Context: an optimization exercise on an open-source flow, tuned for small area. The choices shown serve that exercise and are no tape-out recipe.
The RTL was checked by simulation tests, not by an equivalence proof against the original design.
Power is estimated from default activity; no workload was simulated.

Design AHB_master, start of the top module:
module AHB_master#(
    parameter ADDR_WIDTH=32,
    parameter DATA_WIDTH=32)
(
    input wire HRESETn,
    input wire HCLK,
    input wire HREADY,
    input wire HRESP,                         
    input wire [DATA_WIDTH-1:0] HRDATA,
    output reg [ADDR_WIDTH-1:0] HADDR,
    output reg HWRITE,
    output reg [2:0] HSIZE,
    output wire [2:0] HBURST,
    output wire [3:0] HPROT,
    output reg [1:0] HTRANS,
    output wire HMASTLOCK,
    output reg [DATA_WIDTH-1:0] HWDATA,
    input wire cmd_valid,
    input wire cmd_write,
    input wire [ADDR_WIDTH-1:0] cmd_addr,
    input wire [DATA_WIDTH-1:0] cmd_wdata,
    input wire [7:0] cmd_len,
    input wire [2:0] cmd_size,
    output wire cmd_ready,
    output wire resp_valid,
    output reg [DATA_WIDTH-1:0] resp_rdata,
    output reg resp_err
);
Size in the first run: about 480 cells after synthesis, about 230 I/O pins.
clock: 5.0 ns
lec_check: 0
cap_margin: 20
core_margin: 2
core_utilization: 60
slew_margin: 20
standard.sh (not shown) runs the stock make flow with config.mk's settings and CLKGATE_MAP_FILE= SYNTH_SCRIPT=/design/flow/synth_recipe.tcl, a recipe that flattens the netlist after the stock synthesis.
==> flow/flow/run.sh <==
#!/bin/bash
# Layout flow: the standard synthesis; then the combinational logic between
# the registers re-mapped by ABC for area (flow/resynth.ys: registers, half
# adders and tie cells kept as synthesis made them, with their names); then
# the standard layout, with buf_1 port buffers, a clock tree of small clock
# buffers without dummy loads, and the tie cells left as synthesis made them.
set -euo pipefail
here=$(pwd)
res=$here/orfs/results/$FLOW_PLATFORM/AHB_master/base
platform=$FLOW_HOME/platforms/$FLOW_PLATFORM
lib=$platform/lib/sky130_fd_sc_hd__tt_025C_1v80.lib

bash standard.sh synth > synth_flow.log 2>&1

cp "$res/1_2_yosys.v" "$here/std_synth.v"
dont_use=$(sed -n '/DONT_USE_CELLS += /,/^#/p' "$platform/config.mk" \
  | grep -o 'sky130_fd_sc_hd__[a-z0-9_]*' | sed 's/^/-dont_use /' | tr '\n' ' ')
sed -e "s#@LIB@#$lib#g" -e "s#@DONT_USE@#$dont_use#" \
    -e "s#@IN@#$here/std_synth.v#" -e "s#@OUT@#$here/resynth.v#" \
    flow/resynth.ys > resynth_run.ys
yosys -s resynth_run.ys > resynth.log 2>&1
cp "$here/resynth.v" "$res/1_2_yosys.v"
rm -f "$res/1_synth.odb" "$res/1_synth.sdc"

export BUFFER_PORTS_ARGS="-buffer_cell sky130_fd_sc_hd__buf_1"
export CTS_ARGS="-sink_clustering_enable -repair_clock_nets -dont_use_dummy_load -buf_list sky130_fd_sc_hd__clkbuf_4"
export SKIP_REPAIR_TIE_FANOUT=1
bash standard.sh > standard_flow.log 2>&1
==> flow/flow/resynth.ys <==
# Re-map the combinational logic of the standard synthesis for area.
# Registers, half adders and tie cells stay the cells synthesis made, with
# their names; only the logic between them is mapped again by ABC.
read_liberty -ignore_miss_func @LIB@
read_verilog @IN@
hierarchy -top AHB_master
blackbox sky130_fd_sc_hd__df* sky130_fd_sc_hd__edf* sky130_fd_sc_hd__ha_* sky130_fd_sc_hd__fa_* sky130_fd_sc_hd__conb_1
flatten
opt_clean
abc -liberty @LIB@ @DONT_USE@ -script "+strash;dch -f;amap;topo"
opt_clean -purge
setundef -zero
splitnets
insbuf -buf sky130_fd_sc_hd__buf_4 A X
opt_clean -purge
stat -liberty @LIB@
write_verilog -noattr -nohex -nodec @OUT@
==> next run, changes <==
==> flow/flow/run.sh (replaced) <==
#!/bin/bash
# The standard layout, with smaller port buffers (buf_1) and a clock tree
# without dummy loads.
set -euo pipefail
export BUFFER_PORTS_ARGS="-buffer_cell sky130_fd_sc_hd__buf_1"
export CTS_ARGS="-sink_clustering_enable -repair_clock_nets -dont_use_dummy_load -buf_list {sky130_fd_sc_hd__clkbuf_4 sky130_fd_sc_hd__clkbuf_8}"
bash standard.sh > standard_flow.log 2>&1
--- a/flow/config.mk
+++ b/flow/config.mk
@@ -8,4 +8,4 @@
 export CAP_MARGIN = 20
 export CORE_MARGIN = 2
-export CORE_UTILIZATION = 60
+export CORE_UTILIZATION = 40
 export SLEW_MARGIN = 20
removed: flow/flow/resynth.ys
Fmax is higher by a little under a tenth.
Hold slack improves by 10 ps.
Power is higher by a few percent.
Via count is higher slightly.
Synthesized area is lower by a few percent.
==> next run, changes <==
==> flow/flow/run.sh (replaced) <==
#!/bin/bash
# The standard layout, with smaller port buffers (buf_1), a clock tree of
# small clock buffers without dummy loads, and the tie cells left as synthesis
# made them.
set -euo pipefail
export BUFFER_PORTS_ARGS="-buffer_cell sky130_fd_sc_hd__buf_1"
export CTS_ARGS="-sink_clustering_enable -repair_clock_nets -dont_use_dummy_load -buf_list sky130_fd_sc_hd__clkbuf_4 -sink_clustering_size 8"
export SKIP_REPAIR_TIE_FANOUT=1
bash standard.sh > standard_flow.log 2>&1
--- a/flow/config.mk
+++ b/flow/config.mk
@@ -8,4 +8,4 @@
 export CAP_MARGIN = 20
 export CORE_MARGIN = 2
-export CORE_UTILIZATION = 40
+export CORE_UTILIZATION = 60
 export SLEW_MARGIN = 20
Outcome: The changed run ran to the end with no violations. Via count drops by 1.2%. Flip-flop and latch count does not change. Wire length drops by 7.2%. Power drops by 4.7%. Cell count drops by 6.6%. Core utilization climbs by 23 points. Synthesized area stays the same.

-- port drivers added, routing unchanged --
No port has a modelled driver above. Below, the same layouts with a new extraction and two added sets of constraints. Step 1 (the two cells are an assumption about what drives the block):
set clk [get_ports {HCLK}]
set_driving_cell -lib_cell sky130_fd_sc_hd__clkbuf_16 $clk
set_driving_cell -lib_cell sky130_fd_sc_hd__buf_2 [delete_from_list [all_inputs] $clk]
Step 2 times the ports against the registers' clock, not the clock port: input delays grow and output delays shrink by t, the midpoint of the rising clock arrivals with the driver on. Three values: no drivers, after step 1, after step 2; two values: the first two.
| run | shift t [ns] | slack for setup (ns) | pins driven straight from the clock port |
|---|---|---|---|
| the first run | 0.530 | 0.495 / 0.495 / 0.495 | 1 |
| the second run | 0.468 | 0.796 / 0.796 / 0.483 | 1 |
| the third run | 0.530 | 0.819 / 0.819 / 0.505 | 1 |
After both steps setup and hold are still met in every run listed. The setup slack of the third run, which loses most, moves by 0.000 ns with the drivers and by -0.314 ns with both steps.
